Background: an optimization exercise with open tools, aiming at small area, a short achievable clock period and few clock cycles. Do not read the settings as production practice.
Power is estimated from default activity; no workload was simulated.

==> flow/design.v <==
module spu(
input  clk,
input  rst,
input  start,
output stop,
input   [15:0] im_r_data,
output  [7:0]  im_addr,
output  [7:0] dm_addr,
output  dm_wr,
input  [15:0] dm_r_data,
output [15:0] dm_w_data
);
localparam [3:0] OP_LOAD  = 4'd0,
                 OP_STORE = 4'd1,
                 OP_ADD   = 4'd2,
                 OP_LOAC  = 4'd3,
                 OP_SUB   = 4'd4,
                 OP_JMPZ  = 4'd5,
                 OP_JUMP  = 4'd6,
                 OP_STOP  = 4'd15;
reg  [7:0]  pc;       
reg         fv;       
reg  [15:0] ir;       
reg         vd;       
reg         stopd;    
reg  [3:0]  sa;       
reg  [15:0] a;        
reg  [15:0] b;        
reg         cin;      
reg  [7:0]  imme;     
reg  [7:0]  tgte;     
reg  [3:0]  rae;      
reg         we_e;     
reg         ld_e;     
reg         lc_e;     
reg         st_e;     
reg         jz_e;     
reg  [15:0] rf [0:15];
wire [3:0]  op_f = im_r_data[15:12];
wire [3:0]  op_d = ir[15:12];
wire [16:0] sum17 = {a, 1'b1} + {b, cin};
wire [15:0] alu   = sum17[16:1];
wire [15:0] res   = ld_e ? dm_r_data : (lc_e ? {8'h00, imme} : alu);
wire        taken = jz_e & (a == 16'd0);
reg rst_q;
always @(posedge clk)
  rst_q <= rst;
wire [15:0] wd   = res & {16{~rst_q}};
wire [15:0] wsel = {16{rst_q}} | ({16{we_e}} & (16'd1 << rae));
always @(posedge clk) begin: rf_write
  integer i;
  for (i = 0; i < 16; i = i + 1)
    rf[i] <= (wd & {16{wsel[i]}}) | (rf[i] & {16{~wsel[i]}});
end
wire [3:0]  sb  = ir[3:0];
wire [15:0] oha = 16'd1 << sa;
wire [15:0] ohb = 16'd1 << sb;
reg  [15:0] rda, rdb;
always @(*) begin: rf_read
  integer i;
  rda = 16'd0;
  rdb = 16'd0;
  for (i = 0; i < 16; i = i + 1) begin
    rda = rda | (rf[i] & {16{oha[i]}});
    rdb = rdb | (rf[i] & {16{ohb[i]}});
  end
end
wire [15:0] va     = (we_e && rae == sa) ? res : rda;
wire [15:0] vb     = (we_e && rae == sb) ? res : rdb;
wire        sub_d  = (op_d == OP_SUB);
wire        go_d   = vd & ~taken;
always @(posedge clk) begin
  a    <= va;
  b    <= sub_d ? ~vb : vb;
  cin  <= sub_d;
  imme <= ir[7:0];
  tgte <= pc + ir[7:0] + 8'hff;    
  rae  <= ir[11:8];
  ld_e <= (op_d == OP_LOAD);
  lc_e <= (op_d == OP_LOAC);
end
always @(posedge clk or posedge rst) begin
  if (rst) begin
    we_e <= 1'b0;
    st_e <= 1'b0;
    jz_e <= 1'b0;
  end else begin
    we_e <= go_d & ((op_d == OP_LOAD) | (op_d == OP_ADD) | (op_d == OP_SUB) | (op_d == OP_LOAC));
    st_e <= go_d & (op_d == OP_STORE);
    jz_e <= go_d & (op_d == OP_JMPZ);
  end
end
wire        kill_f = taken | stopd;
wire        jump_f = fv & ~kill_f & (op_f == OP_JUMP);
always @(posedge clk) begin
  ir <= im_r_data;
  sa <= (op_f == OP_STORE || op_f == OP_JMPZ) ? im_r_data[11:8] : im_r_data[7:4];
end
always @(posedge clk or posedge rst) begin
  if (rst) begin
    pc    <= 8'd0;
    fv    <= 1'b0;
    vd    <= 1'b0;
    stopd <= 1'b0;
  end else begin
    vd    <= fv & ~kill_f;
    stopd <= fv & ~kill_f & (op_f == OP_STOP);
    if (start) begin
      pc <= 8'd0;
      fv <= 1'b1;
    end else begin
      if (stopd)
        fv <= 1'b0;
      if (taken)
        pc <= tgte;
      else if (jump_f)
        pc <= pc + im_r_data[7:0];
      else
        pc <= pc + 8'd1;
    end
  end
end
assign im_addr   = pc;
assign dm_addr   = imme;
assign dm_wr     = st_e;
assign dm_w_data = a;
assign stop      = stopd;
endmodule
export LEC_CHECK = 0
export ABC_CLOCK_PERIOD_IN_PS = 2800
export CAP_MARGIN = 20
export CORE_MARGIN = 2
export CORE_UTILIZATION = 40
export SETUP_SLACK_MARGIN = 5
export SLEW_MARGIN = 20
create_clock -name core_clock -period 8.0 [get_ports {clk}]
run.sh (not shown) runs the stock make flow with config.mk's settings and CLKGATE_MAP_FILE= SYNTH_SCRIPT=/design/flow/synth_recipe.tcl, a recipe that flattens the netlist after the stock synthesis.
Edit:
--- a/flow/design.v
+++ b/flow/design.v
@@ -23,7 +23,11 @@
 reg  [15:0] ir;       
 reg         vd;       
 reg         stopd;    
-reg  [3:0]  sa;       
+reg  [15:0] oha;      
+reg  [15:0] ohb;      
+reg         lcd;      
+reg         fwda;     
+reg         fwdb;     
 reg  [15:0] a;        
 reg  [15:0] b;        
 reg         cin;      
@@ -32,7 +36,6 @@
 reg  [3:0]  rae;      
 reg         we_e;     
 reg         ld_e;     
-reg         lc_e;     
 reg         st_e;     
 reg         jz_e;     
 reg  [15:0] rf [0:15];
@@ -40,7 +43,7 @@
 wire [3:0]  op_d = ir[15:12];
 wire [16:0] sum17 = {a, 1'b1} + {b, cin};
 wire [15:0] alu   = sum17[16:1];
-wire [15:0] res   = ld_e ? dm_r_data : (lc_e ? {8'h00, imme} : alu);
+wire [15:0] res   = ld_e ? dm_r_data : alu;
 wire        taken = jz_e & (a == 16'd0);
 reg rst_q;
 always @(posedge clk)
@@ -52,23 +55,21 @@
   for (i = 0; i < 16; i = i + 1)
     rf[i] <= (wd & {16{wsel[i]}}) | (rf[i] & {16{~wsel[i]}});
 end
-wire [3:0]  sb  = ir[3:0];
-wire [15:0] oha = 16'd1 << sa;
-wire [15:0] ohb = 16'd1 << sb;
 reg  [15:0] rda, rdb;
 always @(*) begin: rf_read
   integer i;
-  rda = 16'd0;
+  rda = {8'h00, ir[7:0] & {8{lcd}}};
   rdb = 16'd0;
   for (i = 0; i < 16; i = i + 1) begin
     rda = rda | (rf[i] & {16{oha[i]}});
     rdb = rdb | (rf[i] & {16{ohb[i]}});
   end
 end
-wire [15:0] va     = (we_e && rae == sa) ? res : rda;
-wire [15:0] vb     = (we_e && rae == sb) ? res : rdb;
+wire [15:0] va     = fwda ? res : rda;
+wire [15:0] vb     = fwdb ? res : rdb;
 wire        sub_d  = (op_d == OP_SUB);
 wire        go_d   = vd & ~taken;
+wire        we_n   = go_d & ((op_d == OP_LOAD) | (op_d == OP_ADD) | (op_d == OP_SUB) | (op_d == OP_LOAC));
 always @(posedge clk) begin
   a    <= va;
   b    <= sub_d ? ~vb : vb;
@@ -77,7 +78,6 @@
   tgte <= pc + ir[7:0] + 8'hff;    
   rae  <= ir[11:8];
   ld_e <= (op_d == OP_LOAD);
-  lc_e <= (op_d == OP_LOAC);
 end
 always @(posedge clk or posedge rst) begin
   if (rst) begin
@@ -85,16 +85,24 @@
     st_e <= 1'b0;
     jz_e <= 1'b0;
   end else begin
-    we_e <= go_d & ((op_d == OP_LOAD) | (op_d == OP_ADD) | (op_d == OP_SUB) | (op_d == OP_LOAC));
+    we_e <= we_n;
     st_e <= go_d & (op_d == OP_STORE);
     jz_e <= go_d & (op_d == OP_JMPZ);
   end
 end
 wire        kill_f = taken | stopd;
 wire        jump_f = fv & ~kill_f & (op_f == OP_JUMP);
+wire        rd_ra_f = (op_f == OP_STORE) | (op_f == OP_JMPZ);
+wire        rd_b_f  = (op_f == OP_ADD) | (op_f == OP_SUB);
+wire        rd_a_f  = rd_ra_f | rd_b_f;
+wire [3:0]  sa_f    = rd_ra_f ? im_r_data[11:8] : im_r_data[7:4];
 always @(posedge clk) begin
   ir <= im_r_data;
-  sa <= (op_f == OP_STORE || op_f == OP_JMPZ) ? im_r_data[11:8] : im_r_data[7:4];
+  oha  <= rd_a_f ? (16'd1 << sa_f) : 16'd0;
+  ohb  <= rd_b_f ? (16'd1 << im_r_data[3:0]) : 16'd0;
+  lcd  <= (op_f == OP_LOAC);
+  fwda <= we_n & rd_a_f & (ir[11:8] == sa_f);
+  fwdb <= we_n & rd_b_f & (ir[11:8] == im_r_data[3:0]);
 end
 always @(posedge clk or posedge rst) begin
   if (rst) begin
Total power drops by 26%. First-iteration DRC count drops by 13%. Sequential power drops by 18%. Synthesized cell count drops by 14%. Clock-buffer cell count climbs by 6. Global-route usage drops by 4.0 points. Via count drops by 16%. Setup slack loses 0.055 ns.
Function was not checked in any run of this note: the RTL went through the layout flow alone.

## what the ideal ports hide
The results above use ideal ports. As a check the final layouts listed here were re-extracted and re-timed, cells and wires unchanged.
Step 1, drivers: a clkbuf_16 drives clk and a buf_2 each remaining input, both assumed.
Step 2 times the ports against the registers' clock, not the clock port: input delays grow and output delays shrink by t, the midpoint of the rising clock arrivals with the driver on.
Three values: no drivers, after step 1, after step 2; two values: the first two.
| run | t, ns | slack for setup (ns) | slew at the worst register clock pin (ns) |
|---|---|---|---|
| the first run | 0.613 | 4.632 / 4.654 / 4.041 | 0.06 / 0.06 |
| the second run | 0.591 | 4.577 / 4.577 / 4.022 | 0.07 / 0.07 |
After both steps setup and hold are still met in every run listed. The setup slack of the first run, which loses most, moves by +0.022 ns with the drivers and by -0.591 ns with both steps.
